This is an optimization exercise on Yosys and OpenROAD, whose aim is small area, not a production implementation. Function was checked by simulation only, so behaviour that the tests miss may differ from the original. Power and IR drop assume default switching activity.

==> design/flow/standard.sh <==
#!/bin/bash
# synth_recipe.tcl (not shown) runs the flow's synth.tcl, then flattens the netlist and writes it again
# the make line also repeats each setting of config.mk as NAME=value (left out here)
make -C /OpenROAD-flow-scripts/flow DESIGN_CONFIG=/design/flow/config.mk WORK_HOME=/design/flow/orfs CLKGATE_MAP_FILE= SYNTH_SCRIPT=/design/flow/synth_recipe.tcl "${@:-finish}"
==> design/flow/flow/run.sh <==
#!/bin/bash
# Standard ORFS layout (the standard.sh) with these changes:
#  - ABC maps the logic for area (deepsyn + area mapping) instead of ORFS's script
#  - no half/full-adder extraction before ABC (ABC maps that logic itself)
#  - the port buffers are the smallest buffer cell
#  - clock tree: larger sink clusters, no dummy balancing loads
# All tool output goes to standard.log and ORFS's own logs under orfs/logs.
set -euo pipefail
here=$(pwd)
mkdir -p scripts_area
for f in "$FLOW_HOME"/scripts/*; do ln -sf "$f" scripts_area/; done
rm -f scripts_area/abc_area.script scripts_area/abc_speed.script
cp flow/abc.script scripts_area/abc_area.script
cp flow/abc.script scripts_area/abc_speed.script
export SCRIPTS_DIR=$here/scripts_area
export ADDER_MAP_FILE=
export BUFFER_PORTS_ARGS="-buffer_cell sky130_fd_sc_hd__buf_1"
export CTS_ARGS="-sink_clustering_enable -repair_clock_nets -buf_list sky130_fd_sc_hd__clkbuf_8 -sink_clustering_size 30 -sink_clustering_max_diameter 100 -dont_use_dummy_load"
bash standard.sh > standard.log 2>&1
==> design/flow/constraint.sdc <==
create_clock -name core_clock -period 32.0 [get_ports {clk}]
set_input_delay 6.4000 -clock core_clock [delete_from_list [all_inputs] [get_ports {clk}]]
set_output_delay 6.4000 -clock core_clock [all_outputs]
set_load 0.01 [all_outputs]
==> design/flow/flow/abc.script <==
strash
&get -n
&deepsyn -T 30
&dch -f
&nf -R 1000
&st
&dch -f
&nf -R 1000
&put
topo
==> design/flow/config.mk <==
export PLATFORM = sky130hd
export DESIGN_NAME = ElevatorController
export DESIGN_NICKNAME = ElevatorController
export VERILOG_FILES = /design/flow/design.v
export SDC_FILE = /design/flow/constraint.sdc
export NUM_CORES = 4
export LEC_CHECK = 0
export ABC_AREA = 1
export CAP_MARGIN = 20
export CORE_MARGIN = 2
export CORE_UTILIZATION = 45
export GPL_TIMING_DRIVEN = 0
export PLACE_DENSITY = 0.6
export SETUP_SLACK_MARGIN = 1.5
export SLEW_MARGIN = 20
==> design/flow/design.v <==
`timescale 1ns / 1ps
module ElevatorController
  (
   input         clk,
   input         reset,
   input [11:0]  newRealFloorButton,
   input [9:1]   newInternalButton1,
   input [9:1]   newInternalButton2,
   input [9:1]   newInternalButton3,
   output [2:0]  currentFloor1,
   output [2:0]  currentFloor2,
   output [2:0]  currentFloor3,
   output [1:0]  currentDirection1,
   output [1:0]  currentDirection2,
   output [1:0]  currentDirection3,
   output [11:0] currentRealFloorButton,
   output [9:1]  currentInternalButton1,
   output [9:1]  currentInternalButton2,
   output [9:1]  currentInternalButton3,
   output        doorState1,
   output        doorState2,
   output        doorState3
   );
   reg [1:0]     stage;
   always @(posedge clk or posedge reset)
     if (reset) stage <= 2'd0;
     else       stage <= {stage[1] ^ stage[0], ~stage[0]};
   wire          enDir  = (stage == 2'd0);
   wire          enDoor = (stage == 2'd1);
   wire          enBtn  = (stage == 2'd2);
   wire          enLift = (stage == 2'd3);
   function fgt(input [2:0] a, input [2:0] c);
      fgt = (a[2] & ~c[2]) |
            (~(a[2] ^ c[2]) & ((a[1] & ~c[1]) | (~(a[1] ^ c[1]) & a[0] & ~c[0])));
   endfunction
   function fle(input [2:0] a, input integer k);
      reg [2:0] kk;
      begin
         kk = k;
         fle = (k >= 7) | ~fgt(a, kk);
      end
   endfunction
   function feq(input [2:0] a, input integer k);
      reg [2:0] kk;
      begin
         kk = k;
         feq = &(a ~^ kk);
      end
   endfunction
   reg [6:2]     ud;
   reg           p12, p13, p23;
   wire [13:0]   B1, B2, B3;
   wire [2:0]    F1 = currentFloor1, F2 = currentFloor2, F3 = currentFloor3;
   wire [13:0]   newExt = {1'b0, newRealFloorButton, 1'b0};
   wire          gt12 = fgt(F1, F2), gt23 = fgt(F2, F3), gt31 = fgt(F3, F1);
   wire          eq12 = &(F1 ~^ F2), eq23 = &(F2 ~^ F3), eq31 = &(F3 ~^ F1);
   wire          gt21 = ~gt12 & ~eq12, gt32 = ~gt23 & ~eq23, gt13 = ~gt31 & ~eq31;
   wire          distinct = ~eq12 & ~eq23 & ~eq31;
   wire          cyc = distinct & (gt12 ^ gt23 ^ gt31);
   reg [13:0]    n1, n2, n3;
   reg [6:2]     udn;
   reg           q12, q13, q23;
   reg           c1, c2, c3, w1u, w2u, w3u, w1d, w2d, w3d;
   reg           aU, aD, g1, g2, g3;
   reg           sU, sD, qU, qD, at, ub;
   integer       b;
   always @* begin
      q12 = p12; q13 = p13; q23 = p23;
      n1 = 14'b0; n2 = 14'b0; n3 = 14'b0; udn = 5'b0;
      for (b = 1; b <= 7; b = b + 1) begin
         c1 = fle(F1, b); c2 = fle(F2, b); c3 = fle(F3, b);
         qU = cyc & ~gt12 & c1 & c2 & c3;
         w2u = ~qU & c2 & (~c1 | gt21 | (eq12 & ~q12)) & (~c3 | gt23 | (eq23 & q23));
         w3u = ~qU & c3 & (~c1 | gt31 | (eq31 & ~q13)) & (~c2 | gt32 | (eq23 & ~q23));
         w1u = ~w2u & ~w3u;
         c1 = ~fle(F1, b-1); c2 = ~fle(F2, b-1); c3 = ~fle(F3, b-1);
         qD = ~cyc & distinct & gt12 & c1 & c2 & c3;
         w2d = ~qD & c2 & (~c1 | gt12 | (eq12 & ~q12)) & (~c3 | gt32 | (eq23 & q23));
         w3d = ~qD & c3 & (~c1 | gt13 | (eq31 & ~q13)) & (~c2 | gt23 | (eq23 & ~q23));
         w1d = ~w2d & ~w3d;
         at = feq(F1, b) | feq(F2, b) | feq(F3, b);
         sU = at & ~qU;
         sD = at & ~qD;
         aU = 1'b0;
         if (b < 7) begin
            aU = newExt[2*b-1] | (sU & (B1[2*b-1] | B2[2*b-1] | B3[2*b-1]));
            n1[2*b-1] = aU ? w1u : B1[2*b-1];
            n2[2*b-1] = aU ? w2u : B2[2*b-1];
            n3[2*b-1] = aU ? w3u : B3[2*b-1];
         end
         aD = 1'b0;
         if (b > 1) begin
            ub = (b < 7) ? ud[b] : 1'b0;
            aD = ~aU & (newExt[2*b-2] | ub | (sD & (B1[2*b-2] | B2[2*b-2] | B3[2*b-2])));
            n1[2*b-2] = aD ? w1d : B1[2*b-2];
            n2[2*b-2] = aD ? w2d : B2[2*b-2];
            n3[2*b-2] = aD ? w3d : B3[2*b-2];
            if (b < 7)
              udn[b] = aU & (ub | (newExt[2*b-2] & ~(B1[2*b-2] | B2[2*b-2] | B3[2*b-2])));
         end
         g1 = (w1u & aU) | (w1d & aD);
         g2 = (w2u & aU) | (w2d & aD);
         g3 = (w3u & aU) | (w3d & aD);
         q12 = g1 ? 1'b0 : (g2 ? 1'b1 : q12);
         q13 = g1 ? 1'b0 : (g3 ? 1'b1 : q13);
         q23 = g2 ? 1'b0 : (g3 ? 1'b1 : q23);
      end
   end
   always @(posedge clk) begin
      if (reset) begin
         ud <= 5'b0;
         p12 <= 1'b1; p13 <= 1'b1; p23 <= 1'b1;
      end else begin
         ud <= udn;
         p12 <= q12; p13 <= q13; p23 <= q23;
      end
   end
   assign currentRealFloorButton = n1[12:1] | n2[12:1] | n3[12:1] |
                                   {2'b0, ud[6], 1'b0, ud[5], 1'b0, ud[4], 1'b0, ud[3], 1'b0, ud[2], 1'b0};
   Car car1(clk, reset, enDir, enDoor, enBtn, enLift, n1, newInternalButton1,
            currentFloor1, currentDirection1, doorState1, B1, currentInternalButton1);
   Car car2(clk, reset, enDir, enDoor, enBtn, enLift, n2, newInternalButton2,
            currentFloor2, currentDirection2, doorState2, B2, currentInternalButton2);
   Car car3(clk, reset, enDir, enDoor, enBtn, enLift, n3, newInternalButton3,
            currentFloor3, currentDirection3, doorState3, B3, currentInternalButton3);
endmodule  
module Car
  (
   input             clk,
   input             reset,
   input             enDir,
   input             enDoor,
   input             enBtn,
   input             enLift,
   input [13:0]      fb,         
   input [9:1]       newInt,
   output reg [2:0]  floor,
   output reg [1:0]  dir,        
   output reg        door,       
   output [13:0]     hallReg,
   output [9:1]      ibCur
   );
   reg [12:1]        hall;
   reg [9:1]         ib;
   reg [3:0]         lcnt;       
   assign hallReg = {1'b0, hall, 1'b0};
   assign ibCur = ib | newInt;
   wire [7:1]        fbUp = {1'b0, fb[11], fb[9], fb[7], fb[5], fb[3], fb[1]};
   wire [7:1]        fbDn = {fb[12], fb[10], fb[8], fb[6], fb[4], fb[2], 1'b0};
   wire [7:1]        calls = ibCur[7:1] | fbUp | fbDn;
   function fgt(input [2:0] a, input [2:0] c);
      fgt = (a[2] & ~c[2]) |
            (~(a[2] ^ c[2]) & ((a[1] & ~c[1]) | (~(a[1] ^ c[1]) & a[0] & ~c[0])));
   endfunction
   function [2:0] dec3(input [2:0] a);
      dec3 = {a[2] & (a[1] | a[0]), a[1] ~^ a[0], ~a[0]};
   endfunction
   function [2:0] inc3(input [2:0] a);
      inc3 = {a[2] ^ (a[1] & a[0]), a[1] ^ a[0], ~a[0]};
   endfunction
   function [3:0] dec4(input [3:0] a);
      dec4 = {a[3] & (a[2] | a[1] | a[0]), a[2] ^ ~(a[1] | a[0]), a[1] ~^ a[0], ~a[0]};
   endfunction
   reg [7:1]         here, above, below;
   integer           f;
   always @* begin
      for (f = 1; f <= 7; f = f + 1) begin
         here[f] = &(floor ~^ f[2:0]);
         above[f] = fgt(f[2:0], floor);
         below[f] = fgt(floor, f[2:0]);
      end
   end
   wire              upper = |(calls & above);
   wire              lower = |(calls & below);
   wire              hUp = |(fbUp & here);
   wire              hDn = |(fbDn & here);
   wire              ibHere = |(ibCur[7:1] & here);
   reg [2:0]         dq;
   wire              move = ~dq[2] & ~dq[1] & dq[0];
   always @* door = dq[2] | dq[1];
   wire              idle = ~dq[2] & ~dq[1] & ~dq[0];
   always @(posedge clk or posedge reset)
     if (reset)
       dir <= 2'b00;
     else if (enDir & idle)
       dir <= {upper & ~(dir[0] & lower), lower & (dir[0] | ~upper)};
   wire              openReq = ibHere | (hUp & ~dir[0]) | (hDn & ~dir[1]);
   wire              lz = (lcnt == 4'd0);
   always @(posedge clk or posedge reset)
     if (reset)
       dq <= 3'b000;
     else if (enDoor & ~move) begin
        if (openReq)
          dq <= 3'b111;
        else if (~dq[2] & ~dq[0])
          dq <= 3'b000;
        else if (ibCur[9])
          dq <= 3'b111;
        else if (ibCur[8])
          dq <= 3'b010;
        else
          dq <= dec3(dq);
     end else if (enLift & lz) begin
        if (move)
          dq <= 3'b000;
        else if (~door & ((dir[1] & (floor != 3'd7)) | (dir[0] & (floor != 3'd1))))
          dq <= 3'b001;
     end
   wire              bOpen = enBtn & door;
   wire [7:1]        clrDn = {7{bOpen & ~dir[1]}} & here;
   wire [7:1]        clrUp = {7{bOpen}} & here & ({7{dir[1]}} | ({7{~dir[0]}} & ~fbDn));
   wire [7:1]        clrI = {7{enBtn & ~move}} & here;
   wire [12:1]       clrH = {clrDn[7], clrUp[6], clrDn[6], clrUp[5], clrDn[5], clrUp[4],
                             clrDn[4], clrUp[3], clrDn[3], clrUp[2], clrDn[2], clrUp[1]};
   always @(posedge clk or posedge reset)
     if (reset) begin
        hall <= 12'b0;
        ib <= 9'b0;
     end else begin
        hall <= fb[12:1] & ~clrH;
        ib <= ibCur & ~{enBtn & ~idle, enBtn & ~door, clrI};
     end
   always @(posedge clk or posedge reset)
     if (reset) begin
        floor <= 3'd1;
        lcnt <= 4'd0;
     end else if (enLift) begin
        if (lz) begin
           if (door | move)
             lcnt <= 4'b1101;
           else if (dir[1] & (floor != 3'd7)) begin
              floor <= inc3(floor);
              lcnt <= 4'b1101;
           end else if (dir[0] & (floor != 3'd1)) begin
              floor <= dec3(floor);
              lcnt <= 4'b1101;
           end
        end else
          lcnt <= {lcnt[2:0], ~(lcnt[3] ^ lcnt[2])};
     end
endmodule  
==> impl_metrics.py, run 1 <==
metrics = {
    "setup_path": {
        "critical_path_class": "input pin to register",
        "reg2reg_to": "car1.dq[0]",
        "path_buf_inv": 2,
        "rr_worst_depth": 47,
        "cpMostUsedCell": "nor2_1",
        "reg2reg_from": "car2.floor[0]",
        "end_kind": "register",
        "critPathSlowestCell": "nor4_1",
        "critical_path.max_fanout": 5,
        "crit_required_ps": 32290,
        "critical_path_arrival_ps": 15800,
        "reg2reg_slack_ps": 20460,
        "crit_family": "simple AND/OR/NAND/NOR gates",
        "start_kind": "input pin",
        "critPathMaxStageDelay_ps": 940,
    },
    "pwr": {
        "ir_worst_vdd_mv": 0.0244,
        "powerDensity_nw_per_um2": 35.8,
        "p_leak_nw": 2.77,
    },
    "floorplan": {
        "initial_core_util": 0.464,
        "die_width_um": 127,
        "io-pin-count": 98,
        "die_h_um": 127,
        "rows": 44,
        "core_area_um2": 14600,
        "fp.dieArea_um2": 16000,
    },
    "logic_synthesis": {
        "synth_nets": 924,
        "synth_cell_types": 54,
        "synthCells": 883,
        "synth_warnings": 2,
        "ys_seq_area_frac": 0.398,
        "syn-cell-area_um2": 6760,
        "synth_top_area_frac": 0.363,
        "async_flop_share": 0.927,
        "yosysTopAreaCell": "dfrtp_1",
        "synth-edff-count": 0,
        "post_synth_main_area_contributors": "dfrtp_1, a21oi_1, nor2_1, nand2_1, o21ai_0",
        "synth-main-ff-cell": "dfrtp_1",
        "syn_area_per_cell_um2": 7.66,
        "synth-seq-cells": 109,
    },
    "cts": {
        "ctsResizeCount": 0,
        "cts_tree": "done",
        "worst_skew_pair.late_latency_ps": 390,
        "cts_buffer_depth": 2,
        "cts_buffers": 9,
        "h-tree-depth": 3,
        "clock_sinks": 109,
        "cts_hold_buf": 0,
        "root_buffer": "clkbuf_8",
        "post_cts_buffers": 0,
        "cts.clk_slew.worst_paths_ps": 100,
    },
    "grt": {
        "overflow": 0,
        "grtUsageTotal": 0.317,
        "grt_use_met1": 0.439,
        "antenna_found_initial": 0,
        "use_met3": 0.0789,
        "busiest_layer": "met2",
        "grt_pass1_vias": 6945,
        "grt_first_pass_wirelength_um": 39000,
        "met2_usage": 0.465,
        "grt_max_degree": 59,
    },
    "outcome": {
        "outcome": "timing/DRC/antenna clean",
    },
    "timing": {
        "skew_ps": 33.3,
        "finalSetupTns_ps": 0,
        "worstMarginPinSlew_ps": 1100,
        "period_needed_ps": 15510,
        "drv_slew": 0,
        "rsz0062_at_grt": "false",
        "finalHoldViolations": 0,
        "max_slew_margin": 0.257,
        "max_freq_mhz": 64.5,
        "period_share": 0.485,
        "fin_ws_ps": 16490,
        "hold-worst-slack_ps": 523,
        "setup_viol": 0,
    },
    "final_layout": {
        "area_growth_pct": 11.3,
        "diodes": 0,
        "regArea_um2": 2690,
        "layout.nets": 1034,
        "multi_input_area_um2": 3890,
        "utilization": 0.516,
        "layout_commonest_cell": "nor2_1",
        "final_cells": 1175,
        "fill_cells": 1509,
        "layout_common_cells": "nor2_1, a21oi_1, dfrtp_1",
        "drive_gt1_frac": 0.0161,
    },
    "placement": {
        "port_buffers": 97,
        "gp_congestion": 1.00,
        "pre_cts_ws_ps": 16450,
        "dp.cells": 1166,
        "dp.final_hpwl_um": 19600,
    },
    "worst_hold_path": {
        "min_to": "ud[4]",
        "hold_start": "ud[4]",
        "holdPathStages": 2,
        "hold_class": "register to register",
    },
    "detailed_routing": {
        "drt_pass1_iterations": 7,
        "wirelength_um": 25000,
        "num_vias": 7402,
        "antenna_left": 0,
        "post-route-drc-count": 0,
        "drt-wirelength-per-cell_um": 21.3,
        "initialDrtViolationCount": 620,
        "avgViaCountPerCell": 6.30,
    },
    "job": {
        "max_cap_viol_count": 0,
    },
}
## metal layers
metal | share of wire | up-vias
met3 | 0.084 | 54
met5 | 0 | -
met4 | 0.046 | 0
met1 | 0.44 | 3513
li1 | - | 3470
met2 | 0.43 | 365
## power breakdown
group / switching (mW) / leakage, nW / total (mW) / internal, mW
combinational: 0.0333 / 1.49 / 0.0494 / 0.0161
clock: 0.0433 / 0.0647 / 0.0687 / 0.0254
sequential: 0.00633 / 1.22 / 0.151 / 0.145
total: 0.0829 / 2.77 / 0.269 / 0.186
## flip-flops by register name, indices dropped and copies added (netlist names), 5 cells and up
| signal | flops |
|---|---|
| car3.hall | 12 |
| car1.hall | 12 |
| car1.ib | 9 |
| ud | 5 |
| car2.ib | 9 |
| car2.hall | 12 |
| car3.ib | 9 |
## area by class of cell
cell class	instances	area share
Multi-Input combinational cell	725	0.517
Sequential cell	109	0.358
Timing Repair Buffer	99	0.0530
Tap cell	184	0.0306
Inverter	49	0.0251
Clock buffer	9	0.0165
## cells by family (layout without fill, tap and decap cells)
| kind of cell | Yosys count | in the layout | share of synthesized area |
|---|---|---|---|
| buffers and inverters | 49 | 157 | 0.0272 |
| DFF | 109 | 109 | 0.398 |
| xor gates and xnor gates | 7 | 7 | 0.00907 |
| AOI/OAI and AO/OA | 307 | 307 | 0.276 |
| and+or+nand+nor | 406 | 406 | 0.281 |
| muxes | 5 | 5 | 0.00814 |
## tightest hold or removal path: cells and delay by family, from the launching register on
| kind | cells | cell delay, ps |
|---|---|---|
| compound gates | 1 | 110 |
| simple gates | 1 | 50 |
| flops | 1 | 330 |
## synthesized netlist by cell type, types with 8 or more instances
| library cell | n |
|---|---|
| nor2_1 | 139 |
| a21oi_1 | 123 |
| dfrtp_1 | 98 |
| nand2_1 | 94 |
| o21ai_0 | 52 |
| clkinv_1 | 49 |
| nor3_1 | 44 |
| a31oi_1 | 30 |
| nand3_1 | 26 |
| or2_0 | 21 |
| o31ai_1 | 14 |
| nor2b_1 | 12 |
| or3_1 | 12 |
| o22ai_1 | 11 |
| nand2b_1 | 10 |
| and2_0 | 9 |
| dfxtp_1 | 8 |
| o211ai_1 | 8 |
## stage by stage
stage | cell area (µm²) | total power, mW
after global placement | 7360 | 0.201
after global routing | 7530 | 0.282
after detailed placement | 7400 | 0.202
after CTS | 7530 | 0.270
after floorplan | 6760 | 0.183
final | 7530 | 0.269
## how the worst max path moves through the flow
| stage | startpoint | endpoint | slack [ps] | cells past startpoint |
|---|---|---|---|---|
| after floorplan | newRealFloorButton[6] | currentRealFloorButton[5] | 18030 | 4 |
| after global placement | newRealFloorButton[0] | car1.dq[0] | 16240 | 43 |
| after detailed placement | newRealFloorButton[0] | car1.dq[0] | 16450 | 43 |
| after CTS | newRealFloorButton[0] | car1.dq[0] | 16840 | 43 |
| after global routing | newRealFloorButton[0] | car1.dq[0] | 15920 | 43 |
| final | newRealFloorButton[0] | car1.dq[0] | 16490 | 43 |
==> inputs of run 2 (changes only) <==
--- a/design/flow/flow/run.sh
+++ b/design/flow/flow/run.sh
@@ -2,3 +2,3 @@
 # Standard ORFS layout (the standard.sh) with these changes:
-#  - ABC maps the logic for area (deepsyn + area mapping) instead of ORFS's script
+#  - ABC maps the logic for area (deepsyn, mfs, area mapping) instead of ORFS's script
 #  - no half/full-adder extraction before ABC (ABC maps that logic itself)
==> design/flow/flow/abc.script (replaced) <==
strash
&get -n
&deepsyn -T 30
&if -K 4 -a
&mfs
&st
&dch -f
&nf -R 1000
&st
&dch -f
&nf -R 1000
&put
topo
==> impl_metrics.py, run 2 <==
metrics = {
    "logic_synthesis": {
        "synth-seq-cells": 109,
        "yosysTopAreaCell": "dfrtp_1",
        "syn-cell-area_um2": 6740,
        "synth_warnings": 2,
        "post_synth_main_area_contributors": "dfrtp_1, a21oi_1, nor2_1, nand2_1, o21ai_0",
        "synthCells": 877,
        "synth-main-ff-cell": "dfrtp_1",
        "synth_top_area_frac": 0.364,
        "synth_commonest_cells": "nor2_1, a21oi_1, dfrtp_1, nand2_1, o21ai_0",
        "synth-edff-count": 0,
        "synth_nets": 918,
        "async_flop_share": 0.927,
        "synth_most_common_cell": "nor2_1",
        "synth_cell_types": 54,
        "ys_seq_area_frac": 0.400,
        "syn_area_per_cell_um2": 7.68,
    },
    "detailed_routing": {
        "antenna_left": 0,
        "num_vias": 7373,
        "post-route-drc-count": 0,
        "drt-wirelength-per-cell_um": 21.2,
        "initialDrtViolationCount": 680,
        "avgViaCountPerCell": 6.31,
        "wirelength_um": 24800,
        "drt_pass1_iterations": 5,
    },
    "timing": {
        "period_needed_ps": 16170,
        "rsz0062_at_grt": "false",
        "max_freq_mhz": 61.9,
        "skew_ps": 33.8,
        "finalHoldViolations": 0,
        "period_share": 0.505,
        "setup_viol": 0,
        "finalSetupTns_ps": 0,
        "drv_slew": 0,
        "hold-worst-slack_ps": 529,
        "worstMarginPinSlew_ps": 1080,
        "max_slew_margin": 0.273,
    },
    "setup_path": {
        "rr_worst_depth": 47,
        "end_kind": "register",
        "critical_path_arrival_ps": 16450,
        "critPathSlowestCell": "nor4_1",
        "critPathMaxStageDelay_ps": 920,
        "critical_path.max_fanout": 5,
        "path_buf_inv": 2,
        "crit_cells": 47,
        "crit_required_ps": 32290,
        "reg2reg_slack_ps": 19970,
        "start_kind": "input pin",
        "cpMostUsedCell": "nor2_1",
        "critical_path_class": "input pin to register",
        "crit_family": "compound AO/OA/AOI/OAI gates",
    },
    "final_layout": {
        "fill_cells": 1496,
        "layout_commonest_cell": "nor2_1",
        "layout_common_cells": "nor2_1, a21oi_1, dfrtp_1",
        "largestRegisters": "car1.hall: 12 flops, car2.hall: 12 flops, car3.hall: 12 flops",
        "diodes": 0,
        "multi_input_area_um2": 3880,
        "area_growth_pct": 11.3,
        "layout.nets": 1027,
        "drive_gt1_frac": 0.0183,
        "regArea_um2": 2690,
    },
    "pwr": {
        "seqPwrFrac": 0.540,
        "p_leak_nw": 2.71,
        "ir_worst_vdd_mv": 0.0322,
        "internal_power_uw": 187,
        "p_comb_frac": 0.203,
        "p_sw_uw": 83.1,
        "swShare": 0.307,
        "clockPowerShare": 0.256,
        "powerDensity_nw_per_um2": 36.1,
    },
    "placement": {
        "dp.final_hpwl_um": 19000,
        "gp_congestion": 1.01,
        "port_buffers": 97,
    },
    "worst_hold_path": {
        "hold_class": "register to register",
        "holdPathStages": 2,
    },
    "grt": {
        "grtUsageTotal": 0.312,
        "met2_usage": 0.483,
        "antenna_found_initial": 1,
        "overflow": 0,
        "busiest_layer": "met2",
        "grt_max_degree": 65,
        "grt_pass1_vias": 6826,
        "grt_first_pass_wirelength_um": 38500,
        "grt_use_met1": 0.432,
        "use_met3": 0.0633,
    },
    "cts": {
        "cts_hold_buf": 0,
        "cts_tree": "done",
        "root_buffer": "clkbuf_8",
        "worst_skew_pair.late_latency_ps": 400,
        "cts.clk_slew.worst_paths_ps": 110,
        "clock_sinks": 109,
        "h-tree-depth": 3,
        "cts_buffer_depth": 2,
        "post_cts_buffers": 0,
        "cts_buffers": 9,
        "ctsResizeCount": 0,
    },
    "job": {
        "max_cap_viol_count": 0,
    },
    "floorplan": {
        "die_h_um": 126,
        "io-pin-count": 98,
        "fp.dieArea_um2": 16000,
        "rows": 44,
        "core_area_um2": 14600,
        "die_width_um": 126,
        "initial_core_util": 0.462,
    },
    "outcome": {
        "outcome": "timing/DRC/antenna clean",
    },
}
==> run 2: cells by family after synthesis <==
| kind of cell | Yosys count | share of synthesized area |
|---|---|---|
| DFF | 109 | 0.400 |
| buffers and inverters | 49 | 0.0273 |
| muxes | 3 | 0.00483 |
| xor gates and xnor gates | 7 | 0.00910 |
| and+or+nand+nor | 407 | 0.283 |
| AOI/OAI and AO/OA | 302 | 0.276 |
==> run 2: cell type report <==
cell class / instances / share of cell area
repair buffers: 98 / 0.0512
multi-input cells: 719 / 0.517
well taps: 184 / 0.0307
flip-flops and latches: 109 / 0.359
inverters: 49 / 0.0252
clock buffers: 9 / 0.0165
==> run 2: metrics by stage <==
stage	instance area, µm²	setup slack (ps)	total power, mW	utilization	cells
4_1_cts	7500	16240	0.273	0.514	1168
6_report	7500	15830	0.270	0.514	1168
3_5_place_dp	7370	15880	0.203	0.505	1159
5_1_grt	7500	14740	0.285	0.514	1168
3_3_place_gp	7330	15680	0.203	0.502	1158
2_1_floorplan	6740	17960	0.186	-	877
==> run 2: power groups by stage <==
stage / clock (mW) / sequential, mW / combinational, mW
after floorplan: 0 / 0.147 / 0.0382
after global placement: 0 / 0.149 / 0.0537
after detailed placement: 0 / 0.149 / 0.0539
after CTS: 0.0723 / 0.146 / 0.0541
after global routing: 0.0764 / 0.147 / 0.0614
final: 0.0694 / 0.146 / 0.0550
==> run 2: routing by layer <==
| layer | wire (µm) | vias to the layer above |
|---|---|---|
| li1 | - | 3435 |
| met4 | 1020 | 0 |
| met2 | 11100 | 334 |
| met1 | 10900 | 3545 |
| met3 | 1800 | 59 |
| met5 | 0 | - |
==> run 2: worst paths after layout <==
path,from,to
setup / recovery,newRealFloorButton[0],car1.dir[1]
hold / removal,car2.lcnt[1],car2.lcnt[1]
setup reg to reg,car2.floor[2],car1.dir[1]
hold reg to reg,car2.lcnt[1],car2.lcnt[1]
max in group asynchronous,reset,car2.floor[0]
min in group asynchronous,reset,car3.dir[1]
==> run 2: worst min-delay path, stage by stage (launching register included) <==
cell,delay (ps)
dfrtp_1,380
nand2_1,60
nand2_1,60
==> inputs of run 3 (changes only) <==
--- a/design/flow/config.mk
+++ b/design/flow/config.mk
@@ -8,3 +8,3 @@
 export ABC_AREA = 1
-export CAP_MARGIN = 20
+export CAP_MARGIN = 5
 export CORE_MARGIN = 2
@@ -14,2 +14,2 @@
 export SETUP_SLACK_MARGIN = 1.5
-export SLEW_MARGIN = 20
+export SLEW_MARGIN = 5
==> impl_metrics.py, run 3 <==
metrics = {
    "outcome": {
        "outcome": "timing/DRC/antenna clean",
    },
    "grt": {
        "grt_pass1_vias": 6781,
        "grt_max_degree": 80,
        "overflow": 0,
        "grt_first_pass_wirelength_um": 38400,
        "grtUsageTotal": 0.312,
        "antenna_found_initial": 0,
    },
    "timing": {
        "drv_slew": 0,
        "fin_ws_ps": 15750,
        "max_freq_mhz": 61.5,
        "finalHoldViolations": 0,
        "period_share": 0.508,
        "finalSetupTns_ps": 0,
        "period_needed_ps": 16250,
        "max_slew_margin": 0.0912,
        "skew_ps": 36.9,
        "rsz0062_at_grt": "false",
        "setup_viol": 0,
        "worstMarginPinSlew_ps": 1350,
    },
    "placement": {
        "dp.final_hpwl_um": 19000,
        "port_buffers": 97,
        "pre_cts_ws_ps": 15770,
        "gp_congestion": 1.01,
    },
    "pwr": {
        "powerDensity_nw_per_um2": 36.2,
        "p_leak_nw": 2.72,
        "ir_worst_vdd_mv": 0.0335,
        "finalPower_uw": 271,
    },
    "detailed_routing": {
        "antenna_left": 0,
        "post-route-drc-count": 0,
        "wirelength_um": 24700,
        "num_vias": 7320,
        "avgViaCountPerCell": 6.26,
        "initialDrtViolationCount": 629,
        "drt-wirelength-per-cell_um": 21.1,
        "drt_pass1_iterations": 5,
    },
    "logic_synthesis": {
        "synth-edff-count": 0,
        "synthCells": 877,
        "synth_warnings": 2,
        "syn_area_per_cell_um2": 7.68,
        "post_synth_main_area_contributors": "dfrtp_1, a21oi_1, nor2_1, nand2_1, o21ai_0",
        "async_flop_share": 0.927,
        "synth_top_area_frac": 0.364,
        "synthSimpleGateAreaFrac": 0.283,
        "synth-main-ff-cell": "dfrtp_1",
        "synth_most_common_cell": "nor2_1",
        "yosysTopAreaCell": "dfrtp_1",
        "synthXorXnorAreaFrac": 0.00910,
        "synth_cell_types": 54,
        "syn-cell-area_um2": 6740,
        "ys_seq_area_frac": 0.400,
        "synth-seq-cells": 109,
        "synth_nets": 918,
        "synth_mux_area_frac": 0.00483,
        "synthAdderAreaFrac": 0,
        "synth_top_family_by_area": "simple AND/OR/NAND/NOR gates",
        "synth_compound_area_frac": 0.276,
        "synth_commonest_cells": "nor2_1, a21oi_1, dfrtp_1, nand2_1, o21ai_0",
    },
    "floorplan": {
        "die_width_um": 126,
        "rows": 44,
        "io-pin-count": 98,
        "die_h_um": 126,
        "initial_core_util": 0.462,
        "core_area_um2": 14600,
        "fp.dieArea_um2": 16000,
    },
    "worst_hold_path": {
        "hold_class": "register to register",
        "holdPathStages": 2,
        "hold_start": "car2.ib[9]",
    },
    "final_layout": {
        "layout_common_cells": "nor2_1, a21oi_1, dfrtp_1",
        "layout_commonest_cell": "nor2_1",
        "area_growth_pct": 11.3,
        "layout.nets": 1028,
        "largestRegisters": "car1.hall: 12 flops, car2.hall: 12 flops, car3.hall: 12 flops",
        "diodes": 0,
        "drive_gt1_frac": 0.0162,
    },
    "setup_path": {
        "cpMostUsedCell": "nor2_1",
        "crit_required_ps": 32290,
        "start_kind": "input pin",
        "reg2reg_from": "car2.floor[2]",
        "critical_path.max_fanout": 5,
        "critPathSlowestCell": "nor4_1",
        "end_kind": "register",
        "crit_start": "newRealFloorButton[0]",
        "critical_path_arrival_ps": 16540,
        "critPathMaxStageDelay_ps": 940,
        "rr_worst_depth": 47,
        "critical_path_class": "input pin to register",
    },
    "cts": {
        "cts.clk_slew.worst_paths_ps": 110,
        "ctsResizeCount": 0,
        "cts_buffer_depth": 2,
        "cts_buffers": 9,
        "cts_tree": "done",
        "h-tree-depth": 3,
        "cts_hold_buf": 0,
        "clock_sinks": 109,
        "worst_skew_pair.late_latency_ps": 400,
        "root_buffer": "clkbuf_8",
        "post_cts_buffers": 0,
    },
    "job": {
        "max_cap_viol_count": 0,
    },
}
-- run 3: cell counts after synthesis --
Identical to the previous run, type by type.
-- run 3: cells by family after synthesis --
logic type,Yosys count
and+or+nand+nor,407
AOI/OAI and AO/OA,302
DFF,109
buffers and inverters,49
xor gates and xnor gates,7
muxes,3
-- run 3: final cells by class --
| cell class | instances | area, µm² |
|---|---|---|
| Multi-Input combinational cell | 719 | 3860 |
| Fill cell | 1521 | 7090 |
| Timing Repair Buffer | 99 | 397 |
| Inverter | 49 | 189 |
| Clock buffer | 9 | 124 |
| Sequential cell | 109 | 2690 |
| Tap cell | 184 | 230 |
-- run 3: path summary, 6_finish.rpt --
check,to,slack (ps)
worst max-delay path,car1.dir[1],15750
min in group asynchronous,car3.dir[1],6270
worst max register to register,car1.dir[1],19920
worst min-delay path,car2.ib[9],520
max in group asynchronous,car1.floor[0],25040
worst min register to register,car2.ib[9],520
-- run 3: report_power, final --
| group | internal, mW | switching [mW] | total [mW] |
|---|---|---|---|
| combinational | 0.0193 | 0.0357 | 0.0551 |
| sequential | 0.143 | 0.00337 | 0.146 |
| clock | 0.0254 | 0.0447 | 0.0701 |
-- run 3: routing by layer --
metal / up-vias / part of all wire / GRT usage
li1: 3451 / - / -
met1: 3498 / 0.44 / 0.436
met2: 310 / 0.44 / 0.476
met3: 61 / 0.073 / 0.0616
met4: 0 / 0.040 / 0.127
met5: - / 0 / 0
-- run 3: per-stage QoR --
step / instance area [µm²] / utilization / hold WS (ps) / instances
finish: 7500 / 0.514 / 524 / 1169
floorplan: 6740 / - / 460 / 877
detailed placement: 7370 / 0.505 / 498 / 1160
global route: 7500 / 0.514 / 561 / 1169
CTS: 7490 / 0.513 / 524 / 1169
global placement: 7330 / 0.502 / 500 / 1158
-- run 3: worst max-delay path: cells and delay by family --
kind                   cells  cell delay (ps)
AO/OA/AOI/OAI             23             5630
buffers and inverters      2              180
AND/OR/NAND/NOR           22             4350

separate check: timing with driven ports:
The results above use ideal ports. As a check the final layouts listed here were re-extracted and re-timed, cells and wires unchanged. Step 1 assumes that a clkbuf_16 drives the clock port and a buf_2 every other input. Step 2 adds t to the input delays and takes it off the output delays; t is the mean of the earliest and latest rising clock arrival at the registers after step 1. Input paths then give back, and output paths get back, about the clock's delay inside the block. Slacks: no drivers / after step 1 / after step 2; pairs: no drivers / after step 1.
| run | t (ns) | setup slack, ns | clock arrival spread, ns |
|---|---|---|---|
| run 1 | 0.417 | 16.487 / 16.498 / 16.081 | 0.033 / 0.033 |
| run 2 | 0.423 | 15.834 / 15.846 / 15.423 | 0.034 / 0.034 |
| run 3 | 0.424 | 15.753 / 15.767 / 15.342 | 0.037 / 0.037 |
After both steps setup and hold are still met in every run listed.
